This is an optimization exercise on Yosys and OpenROAD, whose aim is small area, not a production implementation.
In this exercise RTL edits were held to simulation tests only and were not proved equivalent to the original.

==> flow/design.v, too long to show whole: its modules and the start of the top module <==
// module delay_unit: 16 lines
// module Multiplier: 8 lines
// module Complex_MUX2x1: 11 lines
// module Butterfly: 14 lines
// module Memory_Shifter: 25 lines
// module MUX1_Control_unit: 95 lines
// module Address_gen_1st_fft: 48 lines
// module Address_gen_2nd_fft: 48 lines
// module Address_gen_3rd_fft: 48 lines
// module Address_gen_4th_fft: 48 lines
// module Address_gen_5th_fft: 46 lines
// module Trivial_multiplier_fft: 16 lines
// module Constant_Multiplier_fft: 54 lines
// module Complex_Multiplier_fft: 28 lines
// module Twiddle_Factor_fft_3rd_stage: 77 lines
// module FFT_1st_stage: 125 lines
// module FFT_2nd_stage: 125 lines
// module FFT_3rd_stage: 131 lines
// module FFT_4th_stage: 125 lines
// module FFT_5th_stage: 125 lines
// module FFT_6th_stage: 121 lines
// module Top_controller_fft: 91 lines
// module Top_FFT: 82 lines
module Top_FFT #(
    parameter   INTEGER_SIZE = 4,
                FRACT_SIZE = 14,
                NFFT = 64
) (
    input       wire                                             clk, rst,
    input       wire                                             start_FFT,
    input       wire    signed  [INTEGER_SIZE+FRACT_SIZE-1:0]    serial_in_r, serial_in_i,
    output      wire    signed  [INTEGER_SIZE+FRACT_SIZE-1:0]    serial_out_r, serial_out_i,
    output      wire                                             end_FFT, data_valid_FFT
);
  // ...
==> flow/run.sh <==
#!/bin/bash
# synth_recipe.tcl (not shown) runs the flow's synth.tcl, then flattens the netlist and writes it again
# the make line also repeats each setting of config.mk as NAME=value (left out here)
make -C /OpenROAD-flow-scripts/flow DESIGN_CONFIG=/design/flow/config.mk WORK_HOME=/design/flow/orfs CLKGATE_MAP_FILE= SYNTH_SCRIPT=/design/flow/synth_recipe.tcl finish
==> flow/config.mk <==
export PLATFORM = sky130hd
export DESIGN_NAME = Top_FFT
export DESIGN_NICKNAME = Top_FFT
export VERILOG_FILES = /design/flow/design.v
export SDC_FILE = /design/flow/constraint.sdc
export NUM_CORES = 4
export LEC_CHECK = 0
export CAP_MARGIN = 20
export CORE_MARGIN = 2
export CORE_UTILIZATION = 40
export PLACE_DENSITY = 0.6
export SLEW_MARGIN = 20
==> flow/constraint.sdc <==
create_clock -name core_clock -period 12.0 [get_ports {clk}]
set_input_delay 2.4000 -clock core_clock [delete_from_list [all_inputs] [get_ports {clk}]]
set_output_delay 2.4000 -clock core_clock [all_outputs]
set_load 0.01 [all_outputs]
==> qor.yml, run 1 <==
worst_setup_path:
  crit_end: "ST3.MUL1.D1.out_data[31]"
  path_max_fanout: 29
  cp-startpoint: "ST3.CU4.current_state"
  crit_type: "reg -> reg"
  start_kind: "flip-flop"
  regToRegStartpoint: "ST3.CU4.current_state"
  r2r-end: "ST3.MUL1.D1.out_data[31]"
yosys:
  synth_top_area_cell: "dfrtp_1"
  syn_nets: 22000
  synth_top_family_by_area: "adder cells"
  avgSynthCellArea_um2: 11.5
  synth_top_cells_by_count: "inv_1, dfrtp_1, fa_1"
  syn_area_mm2: 0.207
  ys_seq_area_frac: 0.407
sta:
  setup_viol: 0
  whs_ns: 0.274
die:
  dieArea_mm2: 0.523
  row_count: 264
  dieWidth_um: 723
min_path:
  hold-path-cell-count: 0
  min_from: "ST2.MS1.for_loop[2].genblk1.u1_i.out_data[8]"
cts:
  cts_max_level: 5
  clock-sinks: 3360
  cts_tree: "built"
route:
  topRoutingLayerUsed: "met5"
  wl_per_cell_um: 18.1
  route.met2.wl_um: 228000
  vias: 120000
final_layout:
  num-fill-cells: 47700
  layout.cells.non_filler: 25200
  antennaDiodeCount: 12
  inv_count: 3488
placement:
  pre_cts_slack_ns: 1.86
  dp.cells: 24500
global_routing:
  use_met1: 0.238
  use_met3: 0.0210
outcome:
  outcome: "no timing/DRC/antenna violations"
==> module Top_FFT, before the edit <==
module Top_FFT #(
    parameter   INTEGER_SIZE = 4,
                FRACT_SIZE = 14,
                NFFT = 64
) (
    input       wire                                             clk, rst,
    input       wire                                             start_FFT,
    input       wire    signed  [INTEGER_SIZE+FRACT_SIZE-1:0]    serial_in_r, serial_in_i,
    output      wire    signed  [INTEGER_SIZE+FRACT_SIZE-1:0]    serial_out_r, serial_out_i,
    output      wire                                             end_FFT, data_valid_FFT
);
localparam DATA_WIDTH = INTEGER_SIZE+FRACT_SIZE ;
wire    [$clog2(NFFT)-1:0]        start_stages;
wire    [DATA_WIDTH-1:0]        stage2_in_r, stage2_in_i;
wire    [DATA_WIDTH-1:0]        stage3_in_r, stage3_in_i;
wire    [DATA_WIDTH-1:0]        stage4_in_r, stage4_in_i;
wire    [DATA_WIDTH-1:0]        stage5_in_r, stage5_in_i;
wire    [DATA_WIDTH-1:0]        stage6_in_r, stage6_in_i;
wire    [DATA_WIDTH-1:0]        stage7_in_r, stage7_in_i;
FFT_1st_stage #(.INTEGER_SIZE(INTEGER_SIZE), .FRACT_SIZE(FRACT_SIZE), .STAGE_NO(1), .NFFT(NFFT)) ST1 (
    .clk(clk),
    .rst(rst),
    .start_conv(start_stages[0]),
    .serial_in_r(serial_in_r),
    .serial_in_i(serial_in_i),
    .serial_out_r(stage2_in_r),
    .serial_out_i(stage2_in_i)
);
FFT_2nd_stage #(.INTEGER_SIZE(INTEGER_SIZE), .FRACT_SIZE(FRACT_SIZE), .STAGE_NO(2), .NFFT(NFFT)) ST2 (
    .clk(clk),
    .rst(rst),
    .start_conv(start_stages[1]),
    .serial_in_r(stage2_in_r),
    .serial_in_i(stage2_in_i),
    .serial_out_r(stage3_in_r),
    .serial_out_i(stage3_in_i)
);
FFT_3rd_stage #(.INTEGER_SIZE(INTEGER_SIZE), .FRACT_SIZE(FRACT_SIZE), .STAGE_NO(3), .NFFT(NFFT)) ST3 (
    .clk(clk),
    .rst(rst),
    .start_conv(start_stages[2]),
    .serial_in_r(stage3_in_r),
    .serial_in_i(stage3_in_i),
    .serial_out_r(stage4_in_r),
    .serial_out_i(stage4_in_i)
);
FFT_4th_stage #(.INTEGER_SIZE(INTEGER_SIZE), .FRACT_SIZE(FRACT_SIZE), .STAGE_NO(4), .NFFT(NFFT)) ST4 (
    .clk(clk),
    .rst(rst),
    .start_conv(start_stages[3]),
    .serial_in_r(stage4_in_r),
    .serial_in_i(stage4_in_i),
    .serial_out_r(stage5_in_r),
    .serial_out_i(stage5_in_i)
);
FFT_5th_stage #(.INTEGER_SIZE(INTEGER_SIZE), .FRACT_SIZE(FRACT_SIZE), .STAGE_NO(5), .NFFT(NFFT)) ST5 (
    .clk(clk),
    .rst(rst),
    .start_conv(start_stages[4]),
    .serial_in_r(stage5_in_r),
    .serial_in_i(stage5_in_i),
    .serial_out_r(stage6_in_r),
    .serial_out_i(stage6_in_i)
);
FFT_6th_stage #(.INTEGER_SIZE(INTEGER_SIZE), .FRACT_SIZE(FRACT_SIZE), .STAGE_NO(6), .NFFT(NFFT)) ST6 (
    .clk(clk),
    .rst(rst),
    .start_conv(start_stages[5]),
    .serial_in_r(stage6_in_r),
    .serial_in_i(stage6_in_i),
    .serial_out_r(serial_out_r),
    .serial_out_i(serial_out_i)
);
Top_controller_fft #(.NFFT(NFFT)) TOP_CONT1 (
    .clk(clk),
    .rst(rst),
    .start_FFT(start_FFT),
    .start_stage(start_stages),
    .end_FFT(end_FFT),
    .data_valid(data_valid_FFT)
);
endmodule
==> inputs of run 2 (changes only) <==
==> flow/design.v (replaced) <==
module sdf_delay #(parameter W = 36, D = 1) (
    input  wire         clk,
    input  wire [W-1:0] din,
    output wire [W-1:0] dout
);
reg [W-1:0] sr [0:D-1];
integer k;
always @(posedge clk) begin
    sr[0] <= din;
    for (k = 1; k < D; k = k + 1) sr[k] <= sr[k-1];
end
assign dout = sr[D-1];
endmodule
module sdf_bfly #(parameter W = 18) (
    input  wire         sel,
    input  wire [W-1:0] a_r, a_i, u_r, u_i,
    output wire [W-1:0] dl_r, dl_i,      
    output wire [W-1:0] o_r, o_i         
);
assign dl_r = sel ? a_r - u_r : u_r;
assign dl_i = sel ? a_i - u_i : u_i;
assign o_r  = sel ? a_r + u_r : a_r;
assign o_i  = sel ? a_i + u_i : a_i;
endmodule
module tw_trivial #(parameter W = 18) (
    input  wire         m,
    input  wire [W-1:0] in_r, in_i,
    output wire [W-1:0] out_r, out_i
);
assign out_r = m ? in_i : in_r;
assign out_i = m ? -in_r : in_i;
endmodule
module tw_w8 #(parameter W = 18) (
    input  wire [1:0]   addr,
    input  wire [W-1:0] in_r, in_i,
    output wire [W-1:0] out_r, out_i
);
wire signed [W-1:0]  a = in_r, b = in_i;
wire signed [31:0]   pa = a * 32'sd5792;
wire signed [31:0]   pb = b * 32'sd5792;
wire [W-1:0] hA  = addr[0] ? pa[31:14]   : {a[W-1], a[W-1:1]};
wire [W-1:0] hB  = addr[0] ? pb[31:14]   : {b[W-1], b[W-1:1]};
wire         nzA = addr[0] ? |pa[13:0]   : a[0];
wire         nzB = addr[0] ? |pb[13:0]   : b[0];
wire negAr = (addr == 2'd3);
wire enAr  = (addr != 2'd2);
wire enBr  = (addr != 2'd0);
wire enAi  = (addr != 2'd0);
wire negBi = (addr == 2'd3);
wire enBi  = (addr != 2'd2);
wire [W-1:0] tAr = enAr ? (negAr ? ~hA : hA) : {W{1'b0}};
wire         cAr = enAr & negAr & ~nzA;
wire [W-1:0] tBr = enBr ? hB : {W{1'b0}};
wire         cBr = enBr & nzB;
wire [W-1:0] tAi = enAi ? ~hA : {W{1'b0}};
wire         cAi = enAi & ~nzA;
wire [W-1:0] tBi = enBi ? (negBi ? ~hB : hB) : {W{1'b0}};
wire         cBi = enBi & negBi & ~nzB;
assign out_r = tAr + tBr + cAr + cBr;
assign out_i = tAi + tBi + cAi + cBi;
endmodule
module tw_w64 #(parameter W = 18) (
    input  wire [W-1:0] in_r, in_i,
    input  wire [W-1:0] c_r, c_i,
    output wire [W-1:0] out_r, out_i
);
wire signed [W-1:0] a = in_r, b = in_i, cr = c_r, ci = c_i;
wire signed [35:0] p1 = a * cr;
wire signed [35:0] p2 = b * ci;
wire signed [35:0] p3 = a * ci;
wire signed [35:0] p4 = b * cr;
assign out_r = p1[31:14] - p2[31:14];
assign out_i = p3[31:14] + p4[31:14];
endmodule
module Twiddle_Factor_fft_3rd_stage #(
    parameter NFFT = 64,
              DATA_WIDTH = 18
) (
    input   wire            [5:0]               address,
    output  reg     signed  [DATA_WIDTH-1:0]    data_real, data_imag
);
always @(*) begin
    case (address)
    6'd0: begin data_real = 18'sd8192; data_imag = 18'sd0; end  
    6'd1: begin data_real = 18'sd8192; data_imag = 18'sd0; end  
    6'd2: begin data_real = 18'sd8192; data_imag = 18'sd0; end  
    6'd3: begin data_real = 18'sd8192; data_imag = 18'sd0; end  
    6'd4: begin data_real = 18'sd8192; data_imag = 18'sd0; end  
    6'd5: begin data_real = 18'sd8192; data_imag = 18'sd0; end  
    6'd6: begin data_real = 18'sd8192; data_imag = 18'sd0; end  
    6'd7: begin data_real = 18'sd8192; data_imag = 18'sd0; end  
    6'd8: begin data_real = 18'sd8192; data_imag = 18'sd0; end  
    6'd9: begin data_real = 18'sd7568; data_imag = -18'sd3135; end  
    6'd10: begin data_real = 18'sd5793; data_imag = -18'sd5793; end  
    6'd11: begin data_real = 18'sd3135; data_imag = -18'sd7568; end  
    6'd12: begin data_real = 18'sd0; data_imag = -18'sd8192; end  
    6'd13: begin data_real = -18'sd3135; data_imag = -18'sd7568; end  
    6'd14: begin data_real = -18'sd5793; data_imag = -18'sd5793; end  
    6'd15: begin data_real = -18'sd7568; data_imag = -18'sd3135; end  
    6'd16: begin data_real = 18'sd8192; data_imag = 18'sd0; end  
    6'd17: begin data_real = 18'sd8035; data_imag = -18'sd1598; end  
    6'd18: begin data_real = 18'sd7568; data_imag = -18'sd3135; end  
    6'd19: begin data_real = 18'sd6811; data_imag = -18'sd4551; end  
    6'd20: begin data_real = 18'sd5793; data_imag = -18'sd5793; end  
    6'd21: begin data_real = 18'sd4551; data_imag = -18'sd6811; end  
    6'd22: begin data_real = 18'sd3135; data_imag = -18'sd7568; end  
    6'd23: begin data_real = 18'sd1598; data_imag = -18'sd8035; end  
    6'd24: begin data_real = 18'sd8192; data_imag = 18'sd0; end  
    6'd25: begin data_real = 18'sd6811; data_imag = -18'sd4551; end  
    6'd26: begin data_real = 18'sd3135; data_imag = -18'sd7568; end  
    6'd27: begin data_real = -18'sd1598; data_imag = -18'sd8035; end  
    6'd28: begin data_real = -18'sd5793; data_imag = -18'sd5793; end  
    6'd29: begin data_real = -18'sd8035; data_imag = -18'sd1598; end  
    6'd30: begin data_real = -18'sd7568; data_imag = 18'sd3135; end  
    6'd31: begin data_real = -18'sd4551; data_imag = 18'sd6811; end  
    6'd32: begin data_real = 18'sd8192; data_imag = 18'sd0; end  
    6'd33: begin data_real = 18'sd8153; data_imag = -18'sd803; end  
    6'd34: begin data_real = 18'sd8035; data_imag = -18'sd1598; end  
    6'd35: begin data_real = 18'sd7839; data_imag = -18'sd2378; end  
    6'd36: begin data_real = 18'sd7568; data_imag = -18'sd3135; end  
    6'd37: begin data_real = 18'sd7225; data_imag = -18'sd3862; end  
    6'd38: begin data_real = 18'sd6811; data_imag = -18'sd4551; end  
    6'd39: begin data_real = 18'sd6333; data_imag = -18'sd5197; end  
    6'd40: begin data_real = 18'sd8192; data_imag = 18'sd0; end  
    6'd41: begin data_real = 18'sd7225; data_imag = -18'sd3862; end  
    6'd42: begin data_real = 18'sd4551; data_imag = -18'sd6811; end  
    6'd43: begin data_real = 18'sd803; data_imag = -18'sd8153; end  
    6'd44: begin data_real = -18'sd3135; data_imag = -18'sd7568; end  
    6'd45: begin data_real = -18'sd6333; data_imag = -18'sd5197; end  
    6'd46: begin data_real = -18'sd8035; data_imag = -18'sd1598; end  
    6'd47: begin data_real = -18'sd7839; data_imag = 18'sd2378; end  
    6'd48: begin data_real = 18'sd8192; data_imag = 18'sd0; end  
    6'd49: begin data_real = 18'sd7839; data_imag = -18'sd2378; end  
    6'd50: begin data_real = 18'sd6811; data_imag = -18'sd4551; end  
    6'd51: begin data_real = 18'sd5197; data_imag = -18'sd6333; end  
    6'd52: begin data_real = 18'sd3135; data_imag = -18'sd7568; end  
    6'd53: begin data_real = 18'sd803; data_imag = -18'sd8153; end  
    6'd54: begin data_real = -18'sd1598; data_imag = -18'sd8035; end  
    6'd55: begin data_real = -18'sd3862; data_imag = -18'sd7225; end  
    6'd56: begin data_real = 18'sd8192; data_imag = 18'sd0; end  
    6'd57: begin data_real = 18'sd6333; data_imag = -18'sd5197; end  
    6'd58: begin data_real = 18'sd1598; data_imag = -18'sd8035; end  
    6'd59: begin data_real = -18'sd3862; data_imag = -18'sd7225; end  
    6'd60: begin data_real = -18'sd7568; data_imag = -18'sd3135; end  
    6'd61: begin data_real = -18'sd7839; data_imag = 18'sd2378; end  
    6'd62: begin data_real = -18'sd4551; data_imag = 18'sd6811; end  
    6'd63: begin data_real = 18'sd803; data_imag = 18'sd8153; end  
    default: begin data_real = 'b0; data_imag = 'b0; end
    endcase
end
endmodule
module fft_ctrl (
    input  wire       clk, rst, start_FFT,
    output reg        busy,
    output reg  [7:0] cnt,
    output wire       end_FFT, data_valid
);
always @(posedge clk or negedge rst) begin
    if (!rst) begin
        busy <= 1'b0;
        cnt  <= 8'd0;
    end else if (!busy) begin
        if (start_FFT) begin
            busy <= 1'b1;
            cnt  <= 8'd0;
        end
    end else begin
        if (cnt == 8'd144) busy <= 1'b0;
        cnt <= cnt + 8'd1;
    end
end
assign data_valid = busy & (cnt >= 8'd80) & (cnt <= 8'd143);
assign end_FFT    = busy & (cnt == 8'd80);
endmodule
module Top_FFT #(
    parameter   INTEGER_SIZE = 4,
                FRACT_SIZE = 14,
                NFFT = 64
) (
    input       wire                                             clk, rst,
    input       wire                                             start_FFT,
    input       wire    signed  [INTEGER_SIZE+FRACT_SIZE-1:0]    serial_in_r, serial_in_i,
    output      wire    signed  [INTEGER_SIZE+FRACT_SIZE-1:0]    serial_out_r, serial_out_i,
    output      wire                                             end_FFT, data_valid_FFT
);
localparam W = INTEGER_SIZE + FRACT_SIZE;
wire       busy;
wire [7:0] cnt;
fft_ctrl CTRL (.clk(clk), .rst(rst), .start_FFT(start_FFT), .busy(busy), .cnt(cnt),
               .end_FFT(end_FFT), .data_valid(data_valid_FFT));
localparam S1 = 8, S2 = 41, S3 = 59, S4 = 69, S5 = 74, S6 = 78;
wire [7:0] t1 = cnt - S1, t2 = cnt - S2, t3 = cnt - S3, t4 = cnt - S4, t5 = cnt - S5, t6 = cnt - S6;
wire [7:0] m1 = cnt - (S1 + 32);
wire [7:0] m2 = cnt - (S2 + 16 + 1);
wire [7:0] m4 = cnt - (S4 + 4);
wire [7:0] m5 = cnt - (S5 + 2 + 1);
wire [2*W-1:0] u1;
sdf_delay #(.W(2*W), .D(9)) DIN (.clk(clk), .din({serial_in_r, serial_in_i}), .dout(u1));
wire [2*W-1:0] a1, dl1, o1, w1, u2;
sdf_delay #(.W(2*W), .D(32)) DL1 (.clk(clk), .din(dl1), .dout(a1));
sdf_bfly  #(.W(W)) BF1 (.sel(t1[5]), .a_r(a1[2*W-1:W]), .a_i(a1[W-1:0]), .u_r(u1[2*W-1:W]), .u_i(u1[W-1:0]),
                        .dl_r(dl1[2*W-1:W]), .dl_i(dl1[W-1:0]), .o_r(o1[2*W-1:W]), .o_i(o1[W-1:0]));
tw_trivial #(.W(W)) TW1 (.m(m1[4] & m1[5]), .in_r(o1[2*W-1:W]), .in_i(o1[W-1:0]), .out_r(w1[2*W-1:W]), .out_i(w1[W-1:0]));
sdf_delay #(.W(2*W), .D(1)) R1 (.clk(clk), .din(w1), .dout(u2));
wire [2*W-1:0] a2, dl2, o2, p2, w2, u3;
sdf_delay #(.W(2*W), .D(16)) DL2 (.clk(clk), .din(dl2), .dout(a2));
sdf_bfly  #(.W(W)) BF2 (.sel(t2[4]), .a_r(a2[2*W-1:W]), .a_i(a2[W-1:0]), .u_r(u2[2*W-1:W]), .u_i(u2[W-1:0]),
                        .dl_r(dl2[2*W-1:W]), .dl_i(dl2[W-1:0]), .o_r(o2[2*W-1:W]), .o_i(o2[W-1:0]));
sdf_delay #(.W(2*W), .D(1)) P2 (.clk(clk), .din(o2), .dout(p2));
tw_w8 #(.W(W)) TW2 (.addr(m2[3] ? {m2[4], m2[5]} : 2'd0), .in_r(p2[2*W-1:W]), .in_i(p2[W-1:0]), .out_r(w2[2*W-1:W]), .out_i(w2[W-1:0]));
sdf_delay #(.W(2*W), .D(1)) R2 (.clk(clk), .din(w2), .dout(u3));
wire [2*W-1:0] a3, dl3, o3, p3, w3, u4;
wire [W-1:0]   c3_r, c3_i;
sdf_delay #(.W(2*W), .D(8)) DL3 (.clk(clk), .din(dl3), .dout(a3));
sdf_bfly  #(.W(W)) BF3 (.sel(t3[3]), .a_r(a3[2*W-1:W]), .a_i(a3[W-1:0]), .u_r(u3[2*W-1:W]), .u_i(u3[W-1:0]),
                        .dl_r(dl3[2*W-1:W]), .dl_i(dl3[W-1:0]), .o_r(o3[2*W-1:W]), .o_i(o3[W-1:0]));
sdf_delay #(.W(2*W), .D(1)) P3 (.clk(clk), .din(o3), .dout(p3));
wire [W-1:0]   c3n_r, c3n_i;
wire [7:0]     m3n = cnt - (S3 + 8);    
Twiddle_Factor_fft_3rd_stage #(.NFFT(NFFT), .DATA_WIDTH(W)) ROM3 (.address(m3n[5:0]), .data_real(c3n_r), .data_imag(c3n_i));
sdf_delay #(.W(2*W), .D(1)) C3 (.clk(clk), .din({c3n_r, c3n_i}), .dout({c3_r, c3_i}));
tw_w64 #(.W(W)) TW3 (.in_r(p3[2*W-1:W]), .in_i(p3[W-1:0]), .c_r(c3_r), .c_i(c3_i), .out_r(w3[2*W-1:W]), .out_i(w3[W-1:0]));
sdf_delay #(.W(2*W), .D(1)) R3 (.clk(clk), .din(w3), .dout(u4));
wire [2*W-1:0] a4, dl4, o4, w4, u5;
sdf_delay #(.W(2*W), .D(4)) DL4 (.clk(clk), .din(dl4), .dout(a4));
sdf_bfly  #(.W(W)) BF4 (.sel(t4[2]), .a_r(a4[2*W-1:W]), .a_i(a4[W-1:0]), .u_r(u4[2*W-1:W]), .u_i(u4[W-1:0]),
                        .dl_r(dl4[2*W-1:W]), .dl_i(dl4[W-1:0]), .o_r(o4[2*W-1:W]), .o_i(o4[W-1:0]));
tw_trivial #(.W(W)) TW4 (.m(m4[1] & m4[2]), .in_r(o4[2*W-1:W]), .in_i(o4[W-1:0]), .out_r(w4[2*W-1:W]), .out_i(w4[W-1:0]));
sdf_delay #(.W(2*W), .D(1)) R4 (.clk(clk), .din(w4), .dout(u5));
wire [2*W-1:0] a5, dl5, o5, p5, w5, u6;
sdf_delay #(.W(2*W), .D(2)) DL5 (.clk(clk), .din(dl5), .dout(a5));
sdf_bfly  #(.W(W)) BF5 (.sel(t5[1]), .a_r(a5[2*W-1:W]), .a_i(a5[W-1:0]), .u_r(u5[2*W-1:W]), .u_i(u5[W-1:0]),
                        .dl_r(dl5[2*W-1:W]), .dl_i(dl5[W-1:0]), .o_r(o5[2*W-1:W]), .o_i(o5[W-1:0]));
sdf_delay #(.W(2*W), .D(1)) P5 (.clk(clk), .din(o5), .dout(p5));
tw_w8 #(.W(W)) TW5 (.addr(m5[0] ? {m5[1], m5[2]} : 2'd0), .in_r(p5[2*W-1:W]), .in_i(p5[W-1:0]), .out_r(w5[2*W-1:W]), .out_i(w5[W-1:0]));
sdf_delay #(.W(2*W), .D(1)) R5 (.clk(clk), .din(w5), .dout(u6));
wire [2*W-1:0] a6, dl6, o6, y;
sdf_delay #(.W(2*W), .D(1)) DL6 (.clk(clk), .din(dl6), .dout(a6));
sdf_bfly  #(.W(W)) BF6 (.sel(t6[0]), .a_r(a6[2*W-1:W]), .a_i(a6[W-1:0]), .u_r(u6[2*W-1:W]), .u_i(u6[W-1:0]),
                        .dl_r(dl6[2*W-1:W]), .dl_i(dl6[W-1:0]), .o_r(o6[2*W-1:W]), .o_i(o6[W-1:0]));
sdf_delay #(.W(2*W), .D(1)) R6 (.clk(clk), .din(o6), .dout(y));
assign serial_out_r = y[2*W-1:W];
assign serial_out_i = y[W-1:0];
endmodule
==> qor.yml, run 2 <==
die:
  dieWidth_um: 609  # -16%
  die_h_um: 609
  dieArea_mm2: 0.371  # -29%
  ios: 77
  core-area_mm2: 0.365
  row_count: 222  # -16%
  initial_core_util: 0.401
yosys:
  synth.top_cell.area_share: 0.403
  yosysWarningCount: 16
  async_flop_share: 0.00305
  ys_ff_latch: 2954
  syn_nets: 16700  # -24%
  synthFlopType: "dfxtp_1"
  synth-adder-area-share: 0.297
  synth_xor_area_frac: 0.0383
  synth.area.mux_share: 0.00389
  synth_cells: 14000
  synth_edf_count: 0
  synth_area_leaders: "dfxtp_1, fa_1, ha_1, inv_1, xnor2_1"
  avgSynthCellArea_um2: 10.5  # -9.3%
  synth-compound-area-share: 0.0884
  ys_seq_area_frac: 0.404  # -0.00236
  yosys.area_share.simple: 0.102
  syn_area_mm2: 0.146  # -29%
  synth_cell_types: 111
  synth_top_cells_by_count: "dfxtp_1, inv_1, fa_1"
  synth_top_family_by_area: "adder cells"
  synth_top_area_cell: "dfxtp_1"
  yosysMostFrequentCell: "dfxtp_1"
sta:
  worstMarginPinSlew_ns: 1.14
  rsz0062_at_grt: "false"
  whs_ns: 0.265  # -0.00921 ns
  setup_viol: 0  # unchanged
  finalCriticalPeriod_ns: 9.09
  hold_violations: 0
  finalMaxSlewViolations: 0
  max_freq_ghz: 0.110
  slew_headroom: 0.229
  fin_tns_setup_ns: 0
  setup_ws_ns: 2.91
  finalCritPeriodShare: 0.757
  skew_ns: 0.0669
route:
  dr.pass1.iters: 6
  final_antenna_net_count: 0
  first_iter_violations: 4725
  drt-total-wl_um: 324000
  vias_per_cell: 4.78
  wl_per_cell_um: 17.0  # -6.3%
  vias: 91300  # -24%
  drc: 0
worst_setup_path:
  r2r-end: "R3.sr[0][17]"
  critPathMaxStageDelay_ns: 0.60
  crit_type: "reg -> reg"
  cp.arrival_ns: 9.83
  reg2reg_depth: 32
  crit_required_ns: 12.74
  start_kind: "flip-flop"
  regToRegStartpoint: "C3.sr[0][3]"
  reg2reg_slack_ns: 2.91
  cpMaxStageDelayCell: "dfxtp_1"
  path_common_cell: "fa_1"
  path_max_fanout: 25  # -14%
  endpoint_kind: "flip-flop"
cts:
  cts_buffers: 290
  cts_resized: 0
  cts_tree: "built"
  insertion_delay_ns: 0.90
  clock-sinks: 2954  # -12%
  cts_buffer_depth: 4
  post-cts-setup-buffers: 0
  cts_hold_buf: 0
  cts.root.buffer_cell: "clkbuf_16"
  cts_max_level: 5  # unchanged
  clkSlewWorstSetupHoldPaths_ns: 0.06
min_path:
  hold-path-cell-count: 0  # unchanged
  min_from: "DL1.sr[3][28]"
  hp-class: "reg -> reg"
  min_to: "DL1.sr[4][28]"
final_layout:
  layout.cells.most_common: "dfxtp_1"
  most-common-layout-cells: "dfxtp_1, inv_1, fa_1"
  largest_register_ff_count: 1152
  drive_gt1_frac: 0.0493
  area_growth_pct: 11.1
  top_regs: "DL1.sr (1152), DL2.sr (576), DIN.sr (324)"
  nets: 16700
  top_register: "DL1.sr"
  num-fill-cells: 34600  # -28%
placement:
  hpwl_um: 244000
  pre_cts_slack_ns: 3.00  # +1.13 ns
  place_congestion: 0.893
  port_buffers: 76
global_routing:
  grt_pass1_wl_um: 517000
  grt_pass1_vias: 93400
  grt-ovfl-total: 0
  antenna_found_initial: 24
  grt_usage: 0.175
  grt_max_degree: 181
outcome:
  outcome: "no timing/DRC/antenna violations"
job:
  maxCapViolations: 0
-- run 2: cell types whose count changed after synthesis, moves of 78 or more --
cell | previous run | this run
dfrtp_1 | 3360 | 9
dfxtp_1 | 0 | 2945
inv_1 | 3481 | 2054
fa_1 | 2345 | 1385
ha_1 | 1669 | 1259
mux2_2 | 268 | 5
xnor2_1 | 622 | 470
o21ai_0 | 434 | 568
nor2b_1 | 210 | 98
nor2_1 | 705 | 603
nand2_1 | 1169 | 1073
xor2_1 | 236 | 158
-- run 2: routing by layer --
metal,GRT usage,share of wire,up-vias
li1,-,-,44600
met1,0.223,0.44,44400
met2,0.303,0.49,1776
met3,0.0226,0.044,464
met4,0.0620,0.033,0
met5,0,0,-
-- run 2: worst max path at each step --
stage | start | to | slack (ns) | cells after the start
final | C3.sr[0][3] | R3.sr[0][17] | 2.91 | 32
after global routing | C3.sr[0][16] | R3.sr[0][17] | 2.46 | 34
after CTS | C3.sr[0][6] | R3.sr[0][17] | 2.96 | 33
after detailed placement | C3.sr[0][16] | R3.sr[0][17] | 3.00 | 34
after global placement | C3.sr[0][6] | R3.sr[0][17] | 2.98 | 33
after floorplan | C3.sr[0][3] | R3.sr[0][17] | 3.84 | 36
-- run 2: final cells by class --
cell class / count / area, um^2 / area share
inverters: 2057 / 7720 / 0.0475
diodes: 52 / 130 / 0.000800
repair buffers: 200 / 1720 / 0.0106
well taps: 4816 / 6030 / 0.0371
multi-input cells: 8471 / 77700 / 0.478
clock inverters: 122 / 1780 / 0.0109
clock buffers: 404 / 8320 / 0.0512
flip-flops and latches: 2954 / 59200 / 0.364
-- run 2: cell families (layout without fill, tap and decap cells) --
group           after synthesis  count (layout)
flops                      2954            2954
other cells                   0              52
simple gates               3074            3074
buf+inv                    2557            2783
mux                          55              55
fa+ha+maj                  2645            2645
xor+xnor                    633             633
compound gates             2064            2064
-- run 2: worst max-delay path, delay by kind of cell (launching register included) --
family	cells	cell delay, ns
flops	1	0.60
buf+inv	4	0.59
simple gates	5	1.09
compound gates	12	2.59
xor+xnor	3	0.46
fa+ha+maj	8	3.61
-- run 2: through the flow --
stage / area, um^2 / util / cells
after floorplan: 146000 / - / 14000
after global placement: 152000 / 0.417 / 18500
after detailed placement: 152000 / 0.417 / 18500
after CTS: 162000 / 0.445 / 19000
after global routing: 163000 / 0.446 / 19100
final: 163000 / 0.446 / 19100

-- port drivers added, routing unchanged --
The results above use ideal ports. As a check the final layouts listed here were re-extracted and re-timed, cells and wires unchanged.
Step 1 sets driving cells, clkbuf_16 on the clock port and buf_2 on the other inputs (assumed; they add their load-dependent delay and slew).
Step 2 times the ports against the registers' clock, not the clock port: input delays grow and output delays shrink by t, the midpoint of the rising clock arrivals with the driver on.
Three values: ideal ports, drivers, drivers and shift; two values: the first two.
| run | t (ns) | setup slack, ns | worst register clock-pin slew, ns |
|---|---|---|---|
| run 1 | 1.094 | 1.810 / 1.810 / 1.810 | 0.07 / 0.07 |
| run 2 | 0.967 | 2.912 / 2.912 / 2.912 | 0.08 / 0.08 |
After both steps setup and hold are still met in every run listed.
